This is an optimization exercise on Yosys and OpenROAD, whose aim is small area, a short achievable clock period and few clock cycles per item, not a production implementation.
Only simulation tests tie the RTL to the original design; equivalence was not proved.
Power is estimated from default activity; no workload was simulated.

## flow/design.v (module list and top-level ports; edited modules follow where they fit)
// module SET: 2778 lines
module SET ( clk , rst, en, central, radius, mode, busy, valid, candidate );
  // ...
==> flow/run.sh <==
#!/bin/bash
# synth_recipe.tcl (not shown) runs the flow's synth.tcl, then flattens the netlist and writes it again
# the make line also repeats each setting of config.mk as NAME=value (left out here)
make -C /OpenROAD-flow-scripts/flow DESIGN_CONFIG=/design/flow/config.mk WORK_HOME=/design/flow/orfs CLKGATE_MAP_FILE= SYNTH_SCRIPT=/design/flow/synth_recipe.tcl finish
==> flow/config.mk <==
export PLATFORM = sky130hd
export DESIGN_NAME = SET
export DESIGN_NICKNAME = SET
export VERILOG_FILES = /design/flow/design.v
export SDC_FILE = /design/flow/constraint.sdc
export NUM_CORES = 4
export LEC_CHECK = 0
export CAP_MARGIN = 20
export CORE_MARGIN = 2
export CORE_UTILIZATION = 40
export SLEW_MARGIN = 20
==> flow/constraint.sdc <==
create_clock -name core_clock -period 11.0 [get_ports {clk}]
set_input_delay 2.2000 -clock core_clock [delete_from_list [all_inputs] [get_ports {clk}]]
set_output_delay 2.2000 -clock core_clock [all_outputs]
set_load 0.01 [all_outputs]
==> results.ini, run 1 <==
[setup_path]
cp-endpoint=ps[1]$_DFF_P_
path_max_fanout=30
worstSetupPathType=input port to flip-flop
setup.worst_path.start=radius[1]
crit_family=adder cells
crit_buf_inv=1
required_ns=11.12
startpoint_type=input port
max_stage_delay_ns=1.18

[synthesis]
synthFlopType=dfxtp_1
synth_nets=2380
synth_top_family_by_area=compound AO/OA/AOI/OAI gates
synth_xor_area_share_pct=2.79
yosysMostFrequentCell=nand2_1
synth-compound-area-share_pct=33.6

[floorplan]
pin_count=51
row_count=73
num_tap_cells=525

[power_and_ir_drop]
comb_power_mw=2.40
seq_power_mw=0.154
power_frac_seq_pct=5.8

[cts]
postCtsHoldBufs=0
cts_resized=0
cts_root_buffer=clkbuf_16

[sta]
finalMaxSlewViolations=0
worstMarginPinSlew_ns=1.13

[placed_design]
gp_congestion=1.01
pre_cts_ws_ns=2.54

[cells_and_area]
top_register=ps
final-nonclk-buf-share_pct=3.99
multi_input_area_mm2=0.0143
multi_input_area_share_pct=86.7
num-nonclk-buffers=77
nNonClkInverters=91
final_cell_mix=215 x nand2_1, 212 x maj3_1, 188 x a21oi_1, 168 x nor2_1, 150 x o21ai_0

[grt]
use_met1_pct=43.7
grt_overflow=0

[routing]
detail-route-antenna-nets=0
wl_per_cell_um=25.0
m1WireLength_um=28000
wl_met2_um=29000

[run_status]
outcome=finished clean

Testbench counts, summed over its fixed seeds: cycles 520, items 512.
==> run 2, diff against run 1 <==
--- a/flow/config.mk
+++ b/flow/config.mk
@@ -8,4 +8,5 @@
 export CAP_MARGIN = 20
 export CORE_MARGIN = 2
-export CORE_UTILIZATION = 40
+export CORE_UTILIZATION = 55
+export SETUP_SLACK_MARGIN = 4
 export SLEW_MARGIN = 20
==> results.ini, run 2 <==
[cts]
clock-sinks=22  ; unchanged
cts_buffers=3  ; unchanged
postCtsHoldBufs=0  ; unchanged
cts_tree=yes  ; unchanged
clk_pin_slew_ns=0.06  ; about the same
clock_path_buffers=2  ; unchanged
cts_root_buffer=clkbuf_16  ; unchanged
htreeDepth=1  ; unchanged

[placed_design]
pre_cts_ws_ns=2.70  ; was 2.54 ns
post_dp_cell_area_mm2=0.0161  ; was 0.0163 mm^2
hpwl_um=51700  ; was 52,400 um
gp_congestion=1.05  ; was 1.01
portBuffers=46  ; unchanged

[setup_path]
setup.worst_path.start=mode[0]  ; was radius[1]
required_ns=11.13  ; was 11.12 ns
startpoint_type=input port  ; unchanged
cp-endpoint=ps[1]$_DFF_P_  ; unchanged
path_max_fanout=14  ; was 30
worstSetupPathType=input port to flip-flop  ; unchanged
setup.worst_path.end_class=flip-flop  ; unchanged
crit_arrival_ns=7.11  ; was 8.51 ns

[grt]
gr-usage-all-layers_pct=42.1  ; was 31.1%
grt_pass1_wl_um=99800  ; was 100,000 um
grt_pass1_vias=16300  ; was 16,100
grt_start_max_net_pins=61  ; unchanged
antenna_found_initial=0  ; unchanged
grt_overflow=0  ; unchanged

[synthesis]
synth_xor_area_share_pct=2.79  ; unchanged
synth_fa_ha_area_share_pct=26.6  ; unchanged
postSynthAreaPerCell_um2=7.09  ; unchanged
synth_top_family_by_area=compound AO/OA/AOI/OAI gates  ; unchanged
yosys_warnings=1  ; unchanged
synth.area.top_cells=maj3_1 13%, fa_1 7.1%, a21oi_1 5.9%, nand2_1 5.0%, o21ai_0 4.7%  ; unchanged
synth-compound-area-share_pct=33.6  ; unchanged
netlist_area_mm2=0.0160  ; unchanged
synth_nets=2380  ; unchanged
synthSimpleGateAreaFrac_pct=22.9  ; unchanged
synth.distinct_cells=122  ; unchanged
synth-edff-count=0  ; unchanged
yosys-top-cells-count=215 x nand2_1, 212 x maj3_1, 188 x a21oi_1, 168 x nor2_1, 150 x o21ai_0  ; unchanged
synthFlopType=dfxtp_1  ; unchanged
synth_mux_area_share_pct=3.01  ; unchanged
synthArstFlopShare_pct=4.55  ; unchanged
yosysMostFrequentCell=nand2_1  ; unchanged
synth_top_area_share_pct=13.3  ; unchanged
syn_inst=2255  ; unchanged
synth_area_leader_cell=maj3_1  ; unchanged
synth_seq_area_share_pct=2.79  ; unchanged
ys_seq_elements=22  ; unchanged

[floorplan]
die_h_um=174  ; was 204 um
coreArea_mm2=0.0286  ; was 0.0395 mm^2
die_w_um=174  ; was 204 um
pin_count=51  ; unchanged
fp.dieArea_mm2=0.0304  ; was 0.0416 mm^2
row_count=62  ; was 73
start_util_pct=55.8  ; was 40.4%

[run_status]
outcome=finished clean  ; unchanged

[cells_and_area]
top_register=ps  ; unchanged
fillers=2705  ; was 4,153
reg.largest.list=ps x21, valid x1  ; unchanged
drive_gt1_share_pct=15.9  ; was 9.25%
syn2layout_area_growth_pct=7.82  ; was 2.86%
multi_input_area_mm2=0.0149  ; was 0.0143 mm^2
fin_area_mm2=0.0172  ; was 0.0164 mm^2
final_cell_mix=211 x nand2_1, 210 x maj3_1, 176 x a21oi_1, 157 x nor2_1, 144 x o21ai_0  ; was 215 x nand2_1, 212 x maj3_1, 188 x a21oi_1, 168 x nor2_1, 150 x o21ai_0
antenna_cells=0  ; was 1
fin_nets=2315  ; was 2,289
regArea_um2=445  ; unchanged
final_common_cell=nand2_1  ; unchanged
largest_reg_flops=21  ; unchanged

[sta]
finalSetupTns_ns=0  ; unchanged
min_period_over_period_pct=63.5  ; was 76.2%
hold_viol_final=0  ; unchanged
post-route-min-period_ns=6.98  ; was 8.38 ns
finalMaxSlewViolations=0  ; unchanged
setup_slack_ns=4.02  ; was 2.62 ns
fmax_mhz=143  ; was 119 MHz
rsz0062_at_grt=true  ; was false
worstMarginPinSlew_ns=1.23  ; was 1.13 ns
finalSetupViolations=0  ; unchanged
slew_headroom_pct=17.3  ; was 24.5%

[power_and_ir_drop]
clkPwrFrac_pct=3.7  ; was 3.1%
swShare_pct=51.7  ; about the same
p_leak_nw=6.15  ; was 5.78 nW
switchingPower_mw=1.42  ; was 1.36 mW
p_int_mw=1.32  ; was 1.27 mW
ir_drop_mv=0.499  ; was 0.339 mV
power_frac_seq_pct=5.7  ; was 5.8%
power_density_mw_per_mm2=159  ; was 160 mW/mm^2
pwr-share-comb_pct=90.6  ; was 91.1%

[routing]
vias_per_cell=7.21  ; was 6.77
drt-total-wl_um=68100  ; was 67,300 um
drc=0  ; unchanged
wl_per_cell_um=26.5  ; was 25.0 um
vias=18500  ; was 18,200
first_pass_iters=7  ; was 6
drt_iter0_markers=2804  ; was 2,218
detail-route-antenna-nets=0  ; unchanged

[run]
max-cap-violations=0  ; unchanged

[worst_hold_path]
worstHoldPathType=input port to async pin  ; unchanged

run 2: cell counts after synthesis:
Identical to the previous run, type by type.
run 2: kinds of logic after synthesis:
logic type	after synthesis
multiplexers	45
buffers and inverters	264
other	1
adder cells (fa/ha/maj)	354
flip-flops	22
AND/OR/NAND/NOR	727
AO/OA/AOI/OAI	791
XOR/XNOR	51
run 2: area by class of cell:
cell class              count  share of cell area, %
clock buffers               3                  0.436
clock inverters             1                  0.174
inverters                  91                   2.05
multi-input cells        1971                   86.5
flip-flops and latches     22                   2.58
well taps                 384                   2.79
repair buffers            100                   5.47
repair inverters            1                 0.0290
run 2: layer usage:
layer | GRT usage (%) | part of all wire, % | vias up
met1 | 55.2 | 38 | 8631
met2 | 65.0 | 42 | 1360
met4 | 26.0 | 8.1 | 0
li1 | - | - | 8282
met3 | 6.36 | 12 | 272
met5 | 0 | 0 | -
run 2: worst min path at each step:
stage | startpoint | endpoint | slack, ns | cells after the start
6_report | rst | valid$_DFF_PP0_ | 2.08 | 2
3_3_place_gp | rst | valid$_DFF_PP0_ | 2.34 | 2
5_1_grt | rst | valid$_DFF_PP0_ | 2.11 | 2
3_5_place_dp | rst | valid$_DFF_PP0_ | 2.35 | 2
4_1_cts | rst | valid$_DFF_PP0_ | 2.08 | 2
2_1_floorplan | rst | valid$_DFF_PP0_ | 1.93 | 1
run 2: worst max-delay path, stage by stage:
cell and delay (ns):
dlygate4sd2_1 0.72, and4bb_1 0.42, nand2_1 0.25, o2bb2ai_2 0.48, o21ai_1 0.26, maj3_2 0.35
maj3_2 0.31, maj3_2 0.35, mux2_2 0.30, fa_1 0.49, fa_1 0.55, fa_1 0.42
run 2: repair_timing:
item	4_1_cts	5_1_grt
pin swaps	7	12
buffers inserted	10	15
cloned	0	7
setup endpoints to repair	20	15
gates resized for setup	110	114
run 2: per-stage QoR:
| stage | total power, mW | std cells | hold slack (ns) | utilization (%) |
|---|---|---|---|---|
| finish | 2.74 | 2573 | 2.08 | 60.2 |
| global route | 2.97 | 2573 | 2.11 | 60.2 |
| CTS | 2.66 | 2551 | 2.08 | 58.1 |
| detailed placement | 2.53 | 2537 | 2.35 | 56.3 |
| global placement | 2.44 | 2537 | 2.34 | 56.3 |
| floorplan | 1.69 | 2255 | 1.93 | - |
run 2: power by group through the flow:
stage / registers, mW / logic (mW) / clock network, mW
4_1_cts: 0.156 / 2.40 / 0.103
3_3_place_gp: 0.156 / 2.29 / 0
6_report: 0.156 / 2.48 / 0.101
2_1_floorplan: 0.152 / 1.54 / 0
3_5_place_dp: 0.158 / 2.37 / 0
5_1_grt: 0.160 / 2.71 / 0.107
==> run 3, diff against run 2 <==
--- a/flow/config.mk
+++ b/flow/config.mk
@@ -8,5 +8,5 @@
 export CAP_MARGIN = 20
 export CORE_MARGIN = 2
-export CORE_UTILIZATION = 55
-export SETUP_SLACK_MARGIN = 4
+export CORE_UTILIZATION = 60
+export SETUP_SLACK_MARGIN = 5
 export SLEW_MARGIN = 20
==> results.ini, run 3 <==
[cells_and_area]
drive_gt1_share_pct=30.7  ; was 15.9%
reg.largest.list=ps x21, valid x1  ; unchanged
final_cell_mix=202 x nand2_1, 190 x maj3_1, 161 x a21oi_1, 147 x nor2_1, 143 x buf_4  ; was 211 x nand2_1, 210 x maj3_1, 176 x a21oi_1, 157 x nor2_1, 144 x o21ai_0
finalNonFillerCells=2644  ; was 2,573
top_register=ps  ; unchanged
fillers=1906  ; was 2,705
largest_reg_flops=21  ; unchanged
final_common_cell=nand2_1  ; unchanged
syn2layout_area_growth_pct=24.3  ; was 7.82%
fin_nets=2433  ; was 2,315

[routing]
drt_iter0_markers=3995  ; was 2,804
drc=0  ; unchanged
first_pass_iters=28  ; was 7
vias=20500  ; was 18,500
drt-total-wl_um=74100  ; was 68,100 um
wl_per_cell_um=28.0  ; was 26.5 um
detail-route-antenna-nets=0  ; unchanged
vias_per_cell=7.74  ; was 7.21

[run]
max-cap-violations=0  ; unchanged

[sta]
fmax_mhz=151  ; was 143 MHz
hold_viol_final=0  ; unchanged
rsz0062_at_grt=true  ; unchanged
post-route-min-period_ns=6.63  ; was 6.98 ns
worstMarginPinSlew_ns=1.11  ; was 1.23 ns
min_period_over_period_pct=60.3  ; was 63.5%
finalMaxSlewViolations=0  ; unchanged
finalSetupTns_ns=0  ; unchanged
slew_headroom_pct=25.0  ; was 17.3%
finalSetupViolations=0  ; unchanged

[worst_hold_path]
worstHoldPathType=input port to async pin  ; unchanged

[synthesis]
yosys-top-cells-count=215 x nand2_1, 212 x maj3_1, 188 x a21oi_1, 168 x nor2_1, 150 x o21ai_0  ; unchanged
synth_nets=2380  ; unchanged
postSynthAreaPerCell_um2=7.09  ; unchanged
synth_area_leader_cell=maj3_1  ; unchanged
synth_top_area_share_pct=13.3  ; unchanged
synthArstFlopShare_pct=4.55  ; unchanged
yosysMostFrequentCell=nand2_1  ; unchanged
synth-edff-count=0  ; unchanged
netlist_area_mm2=0.0160  ; unchanged
ys_seq_elements=22  ; unchanged
synthFlopType=dfxtp_1  ; unchanged
synth.area.top_cells=maj3_1 13%, fa_1 7.1%, a21oi_1 5.9%, nand2_1 5.0%, o21ai_0 4.7%  ; unchanged
synth.distinct_cells=122  ; unchanged
synth_seq_area_share_pct=2.79  ; unchanged
syn_inst=2255  ; unchanged
yosys_warnings=1  ; unchanged

[setup_path]
worstSetupPathType=input port to flip-flop  ; unchanged
max_stage_delay_ns=0.62  ; was 0.72 ns
path_cells=clkbuf_4 > bufbuf_16 > nor2b_1 > o21ai_0 > nand3_1 > and3_1 > a21oi_1 > a2bb2oi_1 > o21ai_0 > maj3_1 > nand2_1 > fa_2 > fa_2 > inv_2 > fa_2  ; was dlygate4sd2_1 > and4bb_1 > nand2_1 > o2bb2ai_2 > o21ai_1 > maj3_2 > maj3_2 > maj3_2 > mux2_2 > fa_1 > fa_1 > fa_1
setup.worst_path.end_class=flip-flop  ; unchanged
path_max_fanout=30  ; was 14
startpoint_type=input port  ; unchanged
cp_common_cell=fa_2
required_ns=11.20  ; was 11.13 ns
slowest_stage=fa_2  ; was dlygate4sd2_1
crit_arrival_ns=6.83  ; was 7.11 ns

[cts]
cts_tree=yes  ; unchanged
cts_buffers=3  ; unchanged
htreeDepth=1  ; unchanged
postCtsHoldBufs=0  ; unchanged
clock_path_buffers=2  ; unchanged
cts_root_buffer=clkbuf_16  ; unchanged
clock-sinks=22  ; unchanged
clk_pin_slew_ns=0.06  ; about the same

[power_and_ir_drop]
clkPwrFrac_pct=3.3  ; was 3.7%
power_frac_seq_pct=5.2  ; was 5.7%
switchingPower_mw=1.57  ; was 1.42 mW
p_int_mw=1.45  ; was 1.32 mW
power_density_mw_per_mm2=152  ; was 159 mW/mm^2
pwr-share-comb_pct=91.5  ; was 90.6%
ir_drop_mv=0.487  ; was 0.499 mV
p_leak_nw=7.19  ; was 6.15 nW
power.total_mw=3.02  ; was 2.74 mW
swShare_pct=51.9  ; was 51.7%

[floorplan]
coreArea_mm2=0.0261  ; was 0.0286 mm^2
pin_count=51  ; unchanged
die_w_um=167  ; was 174 um
die_h_um=167  ; was 174 um
row_count=59  ; was 62
start_util_pct=61.2  ; was 55.8%
fp.dieArea_mm2=0.0280  ; was 0.0304 mm^2

[placed_design]
placed_cells=2487  ; was 2,537
gp_congestion=1.07  ; was 1.05
hpwl_um=49900  ; was 51,700 um
portBuffers=46  ; unchanged

[grt]
grt_pass1_vias=18600  ; was 16,300
antenna_found_initial=1  ; was 0
grt_start_max_net_pins=61  ; unchanged
grt_pass1_wl_um=110000  ; was 99,800 um
grt_overflow=0  ; unchanged
gr-usage-all-layers_pct=49.5  ; was 42.1%

[run_status]
outcome=finished clean  ; unchanged

run 3: worst max path at each step:
stage | startpoint | end | slack [ns]
2_1_floorplan | radius[8] | ps[1]$_DFF_P_ | 4.81
3_3_place_gp | radius[4] | ps[0]$_DFF_P_ | 2.62
3_5_place_dp | radius[0] | ps[1]$_DFF_P_ | 2.50
4_1_cts | central[15] | ps[1]$_DFF_P_ | 4.64
5_1_grt | central[5] | ps[1]$_DFF_P_ | 4.26
6_report | central[5] | ps[1]$_DFF_P_ | 4.37
run 3: power groups by stage:
| stage | Sequential (mW) | Combinational [mW] | Clock, mW |
|---|---|---|---|
| CTS | 0.156 | 2.58 | 0.102 |
| detailed placement | 0.157 | 2.39 | 0 |
| global placement | 0.155 | 2.30 | 0 |
| global route | 0.160 | 2.97 | 0.106 |
| floorplan | 0.152 | 1.56 | 0 |
| finish | 0.156 | 2.76 | 0.100 |
run 3: cells by family (layout without fill, tap and decap cells):
group | Yosys count | count (layout) | synth area share (%)
compound gates | 791 | 791 | 33.6
buf+inv | 264 | 316 | 8.19
other cells | 1 | 3 | 0.0235
mux | 45 | 45 | 3.01
flops | 22 | 22 | 2.79
fa+ha+maj | 354 | 354 | 26.6
simple gates | 727 | 727 | 22.9
xor+xnor | 51 | 51 | 2.79
run 3: cell type report:
type                    count  area (um^2)  share of cell area [%]
flip-flops and latches     22          445                    2.24
well taps                 335          419                    2.11
clock inverters             1         30.0                   0.151
multi-input cells        1969        16100                    81.1
repair inverters            1         5.00                  0.0252
diodes                      2         5.00                  0.0252
inverters                  91          393                    1.98
clock buffers               3         75.1                   0.378
repair buffers            220         2390                    12.0
run 3: worst max-delay path: cells and delay by family:
family | cells | cell delay (ns)
and+or+nand+nor | 4 | 0.71
AOI/OAI and AO/OA | 4 | 1.35
adders and majority gates | 4 | 1.97
buffers and inverters | 3 | 0.60
run 3: what timing repair did:
item,4_1_cts,5_1_grt
pin swaps,104,58
cloned,15,0
endpoints found under the hold margin,0,0
endpoints found under the setup margin,25,24
setup buffers,112,24
gates resized for setup,525,137
run 3: metrics by stage:
| step | hold WS [ns] | utilization, % | instance area (um^2) | setup slack (ns) |
|---|---|---|---|---|
| 2_1_floorplan | 1.93 | - | 16200 | 4.81 |
| 3_3_place_gp | 2.35 | 62.2 | 16300 | 2.62 |
| 3_5_place_dp | 2.34 | 62.2 | 16300 | 2.50 |
| 4_1_cts | 2.07 | 73.3 | 19100 | 4.64 |
| 5_1_grt | 2.10 | 76.0 | 19900 | 4.26 |
| 6_report | 2.07 | 76.0 | 19900 | 4.37 |
run 3: metal layers:
layer | part of all wire (%) | global-route usage (%) | vias up
met2 | 42 | 76.3 | 2063
li1 | - | - | 8526
met5 | 0 | 0 | -
met4 | 10 | 36.9 | 0
met1 | 34 | 61.8 | 9228
met3 | 14 | 9.22 | 645
==> run 4, diff against run 3 <==
==> flow/flow/run.sh (new file) <==
#!/bin/bash
# Own flow: the standard layout, with synthesis mapped by a different ABC script.
set -euo pipefail
W=$(pwd)
export FLOW_FLOW_ABC_SCRIPT="$W/flow/area.abc"
cat flow/abc_override.tcl synth_recipe.tcl > my_synth.tcl
sed "s#SYNTH_SCRIPT=[^ ]*#SYNTH_SCRIPT=$W/my_synth.tcl#" standard.sh > my_standard.sh
grep -q "SYNTH_SCRIPT=$W/my_synth.tcl" my_standard.sh
bash my_standard.sh > make_flow.log 2>&1
==> flow/flow/abc_override.tcl (new file) <==
# Same synthesis as synth_recipe.tcl, except that the technology-mapping ABC call
# uses the script in flow/area.abc instead of ORFS's abc_speed.script.
proc abc {args} {
  set i [lsearch -exact $args -script]
  if {$i >= 0} { lset args [expr {$i + 1}] $::env(FLOW_FLOW_ABC_SCRIPT) }
  puts "abc (flow override): $args"
  yosys abc {*}$args
}
==> flow/flow/area.abc (new file) <==
strash
&get -n
&fraig -x
&put
scorr
dc2
dretime
strash
&get -n
&dch -f
&nf
&put
==> flow/standard.sh (new file) <==
#!/bin/bash
# synth_recipe.tcl (not shown) runs the flow's synth.tcl, then flattens the netlist and writes it again
# the make line also repeats each setting of config.mk as NAME=value (left out here)
make -C /OpenROAD-flow-scripts/flow DESIGN_CONFIG=/design/flow/config.mk WORK_HOME=/design/flow/orfs CLKGATE_MAP_FILE= SYNTH_SCRIPT=/design/flow/synth_recipe.tcl "${@:-finish}"
--- a/flow/config.mk
+++ b/flow/config.mk
@@ -8,5 +8,4 @@
 export CAP_MARGIN = 20
 export CORE_MARGIN = 2
-export CORE_UTILIZATION = 60
-export SETUP_SLACK_MARGIN = 5
+export CORE_UTILIZATION = 40
 export SLEW_MARGIN = 20
removed: flow/run.sh
==> results.ini, run 4 <==
[run_status]
outcome=finished clean  ; unchanged

[routing]
first_pass_iters=6  ; was 28
vias=17300  ; was 20,500
drt_iter0_markers=2713  ; was 3,995
drt-total-wl_um=61600  ; was 74,100 um
detail-route-antenna-nets=0  ; unchanged
wl_per_cell_um=25.1  ; was 28.0 um
drc=0  ; unchanged
vias_per_cell=7.08  ; was 7.74

[cells_and_area]
syn2layout_area_growth_pct=10.5  ; was 24.3%
final_cell_mix=250 x nand2_1, 239 x nor2_1, 214 x a21oi_1, 153 x o21ai_0, 87 x clkinv_1  ; was 202 x nand2_1, 190 x maj3_1, 161 x a21oi_1, 147 x nor2_1, 143 x buf_4
finalNonFillerCells=2451  ; was 2,644
fin_area_mm2=0.0143  ; was 0.0199 mm^2
final_common_cell=nand2_1  ; unchanged
fillers=3373  ; was 1,906
reg.largest.list=ps x21, valid x1  ; unchanged
antenna_cells=0  ; was 2
fin_nets=2175  ; was 2,433
top_register=ps  ; unchanged
regArea_um2=445  ; unchanged
drive_gt1_share_pct=2.59  ; was 30.7%
largest_reg_flops=21  ; unchanged
multi_input_area_mm2=0.0122  ; was 0.0161 mm^2

[setup_path]
setup.worst_path.end_class=flip-flop  ; unchanged
path_max_fanout=32  ; was 30
slowest_stage=o21ai_0  ; was fa_2
worstSetupPathType=input port to flip-flop  ; unchanged
crit_arrival_ns=8.20  ; was 6.83 ns
cp_common_cell=fa_1  ; was fa_2
path_cells=clkdlybuf4s50_1 > buf_4 > clkinv_1 > mux2i_1 > mux4_2 > o221ai_1 > nand3_1 > maj3_1 > o21ai_0 > a21oi_1 > a21oi_1 > fa_1 > fa_1 > fa_1  ; was clkbuf_4 > bufbuf_16 > nor2b_1 > o21ai_0 > nand3_1 > and3_1 > a21oi_1 > a2bb2oi_1 > o21ai_0 > maj3_1 > nand2_1 > fa_2 > fa_2 > inv_2 > fa_2
startpoint_type=input port  ; unchanged
required_ns=11.13  ; was 11.20 ns
max_stage_delay_ns=0.68  ; was 0.62 ns

[grt]
grt_pass1_vias=14700  ; was 18,600
antenna_found_initial=0  ; was 1
grt_pass1_wl_um=91300  ; was 110,000 um
grt_overflow=0  ; unchanged
grt_start_max_net_pins=39  ; was 61
gr-usage-all-layers_pct=35.1  ; was 49.5%

[sta]
min_period_over_period_pct=73.3  ; was 60.3%
slew_headroom_pct=23.5  ; was 25.0%
rsz0062_at_grt=false  ; was true
finalMaxSlewViolations=0  ; unchanged
finalSetupTns_ns=0  ; unchanged
post-route-min-period_ns=8.07  ; was 6.63 ns
fin_hold_ws_ns=2.08  ; was 2.07 ns
finalSetupViolations=0  ; unchanged
worstMarginPinSlew_ns=1.15  ; was 1.11 ns
fmax_mhz=124  ; was 151 MHz
hold_viol_final=0  ; unchanged

[synthesis]
synth_top_area_share_pct=8.80  ; was 13.3%
synthSimpleGateAreaFrac_pct=26.6  ; was 22.9%
synth.distinct_cells=70  ; was 122
syn_inst=1964  ; was 2,255
synth_area_leader_cell=fa_1  ; was maj3_1
ys_seq_elements=22  ; unchanged
synthFlopType=dfxtp_1  ; unchanged
synth_seq_area_share_pct=3.44  ; was 2.79%
synth_xor_area_share_pct=1.08  ; was 2.79%
postSynthAreaPerCell_um2=6.60  ; was 7.09 um^2
synth_fa_ha_area_share_pct=16.5  ; was 26.6%
synth_top_family_by_area=compound AO/OA/AOI/OAI gates  ; unchanged
synth-edff-count=0  ; unchanged
synth.area.top_cells=fa_1 8.8%, a21oi_1 8.3%, nand2_1 7.2%, nor2_1 6.9%, o21ai_0 6.1%  ; was maj3_1 13%, fa_1 7.1%, a21oi_1 5.9%, nand2_1 5.0%, o21ai_0 4.7%
yosys-top-cells-count=250 x nand2_1, 239 x nor2_1, 215 x a21oi_1, 157 x o21ai_0, 87 x clkinv_1  ; was 215 x nand2_1, 212 x maj3_1, 188 x a21oi_1, 168 x nor2_1, 150 x o21ai_0
netlist_area_mm2=0.0130  ; was 0.0160 mm^2
synth-compound-area-share_pct=45.2  ; was 33.6%
synth_nets=2089  ; was 2,380
synthArstFlopShare_pct=4.55  ; unchanged
synth_mux_area_share_pct=4.55  ; was 3.01%
yosys_warnings=1  ; unchanged
yosysMostFrequentCell=nand2_1  ; unchanged

[cts]
cts_root_buffer=clkbuf_16  ; unchanged
postCtsHoldBufs=0  ; unchanged
cts_resized=0  ; was 525
cts_setup_buffers=0  ; was 112
clock-sinks=22  ; unchanged
htreeDepth=1  ; unchanged
clock_path_buffers=2  ; unchanged
cts_tree=yes  ; unchanged
clk_pin_slew_ns=0.06  ; about the same
cts_buffers=3  ; unchanged

[floorplan]
pin_count=51  ; unchanged
coreArea_mm2=0.0317  ; was 0.0261 mm^2
fp.dieArea_mm2=0.0339  ; was 0.0280 mm^2
die_h_um=184  ; was 167 um
start_util_pct=40.9  ; was 61.2%
die_w_um=184  ; was 167 um
row_count=65  ; was 59

[power_and_ir_drop]
p_leak_nw=4.96  ; was 7.19 nW
p_int_mw=1.22  ; was 1.45 mW
pwr-share-comb_pct=90.2  ; was 91.5%
switchingPower_mw=1.36  ; was 1.57 mW
power_density_mw_per_mm2=180  ; was 152 mW/mm^2
swShare_pct=52.7  ; was 51.9%
clkPwrFrac_pct=3.9  ; was 3.3%
ir_drop_mv=0.376  ; was 0.487 mV
power_frac_seq_pct=5.9  ; was 5.2%

[placed_design]
hpwl_um=49300  ; was 49,900 um
gp_congestion=1.04  ; was 1.07
portBuffers=46  ; unchanged
placed_cells=2446  ; was 2,487
post_dp_cell_area_mm2=0.0142  ; was 0.0163 mm^2

[run]
max-cap-violations=0  ; unchanged

[worst_hold_path]
worstHoldPathType=input port to async pin  ; unchanged

run 4: changes by cell type after synthesis, sizes merged, moves of 28 or more:
| cell | delta |
|---|---|
| o221ai | +32 |
| nand2 | +31 |
| clkinv | +87 |
| inv | -91 |
| buf | -116 |
| o21ai | -31 |
| nor2 | +69 |
| o22ai | +28 |
| clkbuf | -55 |
| maj3 | -204 |
run 4: cell type report:
class / count / area share (%)
multi-input combinational: 1853 / 85.2
timing repair buffer: 83 / 5.15
tap: 402 / 3.51
sequential: 22 / 3.11
inverter: 87 / 2.28
clock buffer: 3 / 0.524
clock inverter: 1 / 0.210
run 4: layer usage:
metal / track usage, % / up-vias / routed length (um)
li1: - / 7849 / -
met1: 50.0 / 8179 / 25700
met2: 54.7 / 1159 / 26300
met3: 4.64 / 159 / 7060
met4: 11.0 / 0 / 2570
met5: 0 / - / 0
run 4: cells by family after synthesis:
logic type	count (synthesis)
simple gates	754
xor+xnor	16
compound gates	883
flops	22
fa+ha+maj	150
buf+inv	89
mux	49
other cells	1
run 4: power by group through the flow:
| stage | Combinational, mW | Clock [mW] | Sequential [mW] |
|---|---|---|---|
| 6_report | 2.32 | 0.0999 | 0.152 |
| 5_1_grt | 2.54 | 0.105 | 0.157 |
| 4_1_cts | 2.31 | 0.102 | 0.153 |
| 3_5_place_dp | 2.29 | 0 | 0.154 |
| 3_3_place_gp | 2.29 | 0 | 0.154 |
| 2_1_floorplan | 1.40 | 0 | 0.150 |
run 4: worst max-delay path by stage:
stage | from | to | slack [ns] | cells after the start
6_report | central[12] | ps[1]$_DFF_P_ | 2.93 | 14
5_1_grt | radius[4] | ps[1]$_DFF_P_ | 2.74 | 15
4_1_cts | radius[9] | ps[1]$_DFF_P_ | 3.00 | 14
3_5_place_dp | radius[9] | ps[1]$_DFF_P_ | 2.74 | 14
3_3_place_gp | radius[9] | ps[1]$_DFF_P_ | 2.80 | 14
2_1_floorplan | radius[4] | ps[0]$_DFF_P_ | 4.30 | 13
run 4: metrics by stage:
step / power (mW) / utilization [%] / setup slack (ns)
final: 2.57 / 45.2 / 2.93
after global routing: 2.80 / 45.2 / 2.74
after CTS: 2.57 / 45.1 / 3.00
after detailed placement: 2.44 / 44.7 / 2.74
after global placement: 2.44 / 44.7 / 2.80
after floorplan: 1.55 / - / 4.30
run 4: worst max-delay path: cells and delay by family:
family | cells | cell delay (ns)
compound gates | 4 | 1.84
simple gates | 1 | 0.36
fa+ha+maj | 4 | 1.93
mux | 2 | 0.77
buf+inv | 3 | 1.11
==> run 5, diff against run 4 <==
==> flow/flow/run.sh (replaced) <==
#!/bin/bash
# Own flow: the standard layout (standard.sh), with two changes:
#  - synthesis maps logic with the ABC script in flow/area.abc instead of ORFS's
#    abc_speed.script (everything else in synthesis is synth_recipe.tcl unchanged);
#  - port buffering uses sky130_fd_sc_hd__buf_4 for every input and output port.
set -euo pipefail
W=$(pwd)
export FLOW_FLOW_ABC_SCRIPT="$W/flow/area.abc"
cat flow/abc_override.tcl synth_recipe.tcl > my_synth.tcl
sed -e "s#SYNTH_SCRIPT=[^ ]*#SYNTH_SCRIPT=$W/my_synth.tcl#" \
    -e "s#CLKGATE_MAP_FILE= #CLKGATE_MAP_FILE= 'BUFFER_PORTS_ARGS=-buffer_cell sky130_fd_sc_hd__buf_4' #" \
    standard.sh > my_standard.sh
grep -q "SYNTH_SCRIPT=$W/my_synth.tcl" my_standard.sh
grep -q "BUFFER_PORTS_ARGS" my_standard.sh
bash my_standard.sh > make_flow.log 2>&1
--- a/flow/config.mk
+++ b/flow/config.mk
@@ -8,4 +8,5 @@
 export CAP_MARGIN = 20
 export CORE_MARGIN = 2
-export CORE_UTILIZATION = 40
+export CORE_UTILIZATION = 60
+export SETUP_SLACK_MARGIN = 5
 export SLEW_MARGIN = 20
==> results.ini, run 5 <==
[run_status]
outcome=finished clean  ; unchanged

[synthesis]
postSynthAreaPerCell_um2=6.60  ; unchanged
synth_area_leader_cell=fa_1  ; unchanged
synth_fa_ha_area_share_pct=16.5  ; unchanged
yosys_warnings=1  ; unchanged
synthSimpleGateAreaFrac_pct=26.6  ; unchanged
syn_inst=1964  ; unchanged
yosysMostFrequentCell=nand2_1  ; unchanged
netlist_area_mm2=0.0130  ; unchanged
synthFlopType=dfxtp_1  ; unchanged
synth.distinct_cells=70  ; unchanged
synth.area.top_cells=fa_1 8.8%, a21oi_1 8.3%, nand2_1 7.2%, nor2_1 6.9%, o21ai_0 6.1%  ; unchanged
synth_nets=2089  ; unchanged
synth-compound-area-share_pct=45.2  ; unchanged
synth_seq_area_share_pct=3.44  ; unchanged
synth_top_area_share_pct=8.80  ; unchanged
synth_xor_area_share_pct=1.08  ; unchanged
synthArstFlopShare_pct=4.55  ; unchanged
synth_mux_area_share_pct=4.55  ; unchanged
synth-edff-count=0  ; unchanged
synth_top_family_by_area=compound AO/OA/AOI/OAI gates  ; unchanged
ys_seq_elements=22  ; unchanged
yosys-top-cells-count=250 x nand2_1, 239 x nor2_1, 215 x a21oi_1, 157 x o21ai_0, 87 x clkinv_1  ; unchanged

[setup_path]
slowest_stage=a21oi_1  ; was o21ai_0
path_cells=buf_12 > ha_4 > mux2i_1 > a21oi_1 > a221o_2 > a21oi_4 > buf_4 > o31ai_4 > nand2_1 > a21oi_1 > a311oi_2 > fa_1 > clkinv_2 > fa_1 > clkinv_2 > fa_1  ; was clkdlybuf4s50_1 > buf_4 > clkinv_1 > mux2i_1 > mux4_2 > o221ai_1 > nand3_1 > maj3_1 > o21ai_0 > a21oi_1 > a21oi_1 > fa_1 > fa_1 > fa_1
crit_family=compound AO/OA/AOI/OAI gates  ; was adder cells
cp.depth=16  ; was 14
cp_common_cell=fa_1  ; unchanged
setup.worst_path.end_class=flip-flop  ; unchanged
crit_buf_inv=4  ; was 3
path_max_fanout=6  ; was 32
crit_arrival_ns=6.64  ; was 8.20 ns
worstSetupPathType=input port to flip-flop  ; unchanged
max_stage_delay_ns=0.87  ; was 0.68 ns
startpoint_type=input port  ; unchanged
required_ns=11.13  ; about the same

[cts]
clock-sinks=22  ; unchanged
clock_path_buffers=2  ; unchanged
postCtsHoldBufs=0  ; unchanged
htreeDepth=1  ; unchanged
cts_root_buffer=clkbuf_16  ; unchanged
cts_tree=yes  ; unchanged
cts_buffers=3  ; unchanged
clk_pin_slew_ns=0.05  ; was 0.06 ns

[floorplan]
die_h_um=151  ; was 184 um
start_util_pct=61.5  ; was 40.9%
pin_count=51  ; unchanged
die_w_um=151  ; was 184 um
row_count=53  ; was 65
coreArea_mm2=0.0211  ; was 0.0317 mm^2
fp.dieArea_mm2=0.0228  ; was 0.0339 mm^2

[routing]
wl_per_cell_um=26.2  ; was 25.1 um
vias=19200  ; was 17,300
drc=0  ; unchanged
drt-total-wl_um=63000  ; was 61,600 um
first_pass_iters=14  ; was 6
drt_iter0_markers=4031  ; was 2,713
top_layer=met4  ; unchanged
m1WireLength_um=20700  ; was 25,700 um
wl_met2_um=24700  ; was 26,300 um
met3_length_um=11400  ; was 7060 um
detail-route-antenna-nets=0  ; unchanged
vias_per_cell=8.01  ; was 7.08

[sta]
post-route-min-period_ns=6.52  ; was 8.07 ns
slew_headroom_pct=21.6  ; was 23.5%
finalSetupTns_ns=0  ; unchanged
rsz0062_at_grt=true  ; was false
worstMarginPinSlew_ns=1.17  ; was 1.15 ns
finalMaxSlewViolations=0  ; unchanged
finalSetupViolations=0  ; unchanged
hold_viol_final=0  ; unchanged
min_period_over_period_pct=59.3  ; was 73.3%
fmax_mhz=153  ; was 124 MHz

[placed_design]
portBuffers=46  ; unchanged
post_dp_cell_area_mm2=0.0140  ; was 0.0142 mm^2
hpwl_um=43800  ; was 49,300 um
gp_congestion=1.09  ; was 1.04

[cells_and_area]
largest_reg_flops=21  ; unchanged
final_cell_mix=239 x nand2_1, 213 x nor2_1, 183 x a21oi_1, 131 x buf_4, 116 x o21ai_0  ; was 250 x nand2_1, 239 x nor2_1, 214 x a21oi_1, 153 x o21ai_0, 87 x clkinv_1
fillers=1520  ; was 3,373
final_common_cell=nand2_1  ; unchanged
syn2layout_area_growth_pct=27.3  ; was 10.5%
antenna_cells=0  ; unchanged
fin_nets=2251  ; was 2,175
drive_gt1_share_pct=22.0  ; was 2.59%
final_util_pct=78.3  ; was 45.2%
reg.largest.list=ps x21, valid x1  ; unchanged
top_register=ps  ; unchanged
fin_area_mm2=0.0165  ; was 0.0143 mm^2

[power_and_ir_drop]
power_density_mw_per_mm2=172  ; was 180 mW/mm^2
ir_drop_mv=0.348  ; was 0.376 mV
power.total_mw=2.83  ; was 2.57 mW
p_leak_nw=5.81  ; was 4.96 nW

[grt]
grt_pass1_vias=16700  ; was 14,700
antenna_found_initial=0  ; unchanged
grt_overflow=0  ; unchanged
gr-usage-all-layers_pct=51.5  ; was 35.1%
grt_start_max_net_pins=39  ; unchanged
grt_pass1_wl_um=92200  ; was 91,300 um

[run]
max-cap-violations=0  ; unchanged

[worst_hold_path]
worstHoldPathType=input port to async pin  ; unchanged

run 5: cell types whose count changed in the layout (fill, tap and decap cells not counted), sizes merged, moves of 2 or more:
cell           before  now
buf                37  150
bufbuf              0    3
clkbuf              3    6
clkdlybuf4s50      46    0
clkinv             87   80
clkinvlp            0    2
inv                 0    5
run 5: kinds of logic (layout without fill, tap and decap cells):
family / Yosys count / count (layout)
AOI/OAI and AO/OA: 883 / 886
and+or+nand+nor: 754 / 754
adders and majority gates: 150 / 150
buffers and inverters: 89 / 247
muxes: 49 / 49
DFF: 22 / 22
xor gates and xnor gates: 16 / 16
other: 1 / 1
run 5: layout make-up:
type,count,area [um^2],area share (%)
timing repair buffer,156,1410,8.51
clock buffer,4,78.8,0.478
inverter,87,378,2.29
sequential,22,448,2.71
multi-input combinational,1856,13900,83.9
tap,275,344,2.08
run 5: path summary, 6_finish.rpt:
check	startpoint	end	slack (ns)
max in group asynchronous	rst	valid$_DFF_PP0_	9.14
min in group core_clock	en	valid$_DFF_PP0_	2.06
max	radius[9]	ps[0]$_DFF_P_	4.48
min	rst	valid$_DFF_PP0_	1.78
run 5: layer usage:
| metal | vias up | GRT usage (%) |
|---|---|---|
| li1 | 7999 | - |
| met2 | 1986 | 76.4 |
| met1 | 8600 | 63.9 |
| met5 | - | 0.455 |
| met4 | 0 | 28.8 |
| met3 | 647 | 19.4 |
run 5: repair_timing:
action,4_1_cts,5_1_grt
gates cloned,5,1
pin swaps,53,38
resized for setup,264,145
buffers inserted,54,39
endpoints found under the setup margin,23,22
run 5: through the flow:
stage          setup slack, ns  std cells  hold WS [ns]
3_3_place_gp              3.79       2295          2.04
2_1_floorplan             4.86       1964          1.92
5_1_grt                   4.37       2400          1.77
6_report                  4.48       2400          1.78
4_1_cts                   4.77       2358          1.78
3_5_place_dp              3.65       2295          2.04
run 5: report_power, final:
part / switching, mW / internal (mW)
registers: 0.0212 / 0.135
logic: 1.45 / 1.16
clock network: 0.0249 / 0.0492
total: 1.49 / 1.34

re-timing with driven ports:
No port has a modelled driver above. Below, the same layouts with a new extraction and two added sets of constraints.
Step 1, drivers: a clkbuf_16 drives clk and a buf_2 each remaining input, both assumed.
Step 2, shift: input delay + t, output delay - t, t = (earliest + latest rising clock arrival at the registers) / 2. This alone moves slack from input paths to output paths.
a / b / c = ideal / step 1 / step 2; a / b = the first two.
run	t (ns)	setup WS [ns]	hold WS [ns]	worst setup path at the end	pins driven straight from the clock port
run 1	0.275	2.616 / 2.604 / 2.329	2.090 / 2.087 / 2.362	input to register	1
run 2	0.282	4.017 / 4.021 / 3.739	2.081 / 2.080 / 2.362	input to register	1
run 3	0.277	4.366 / 4.297 / 4.021	2.075 / 2.075 / 2.352	input to register	1
run 4	0.281	2.932 / 2.935 / 2.654	2.079 / 2.073 / 2.354	input to register	1
run 5	0.274	4.482 / 4.387 / 4.113	1.782 / 1.780 / 2.054	input to register	1
After both steps setup and hold are still met in every run listed. The setup slack of run 5, which loses most, moves by -0.095 ns with the drivers and by -0.369 ns with both steps.
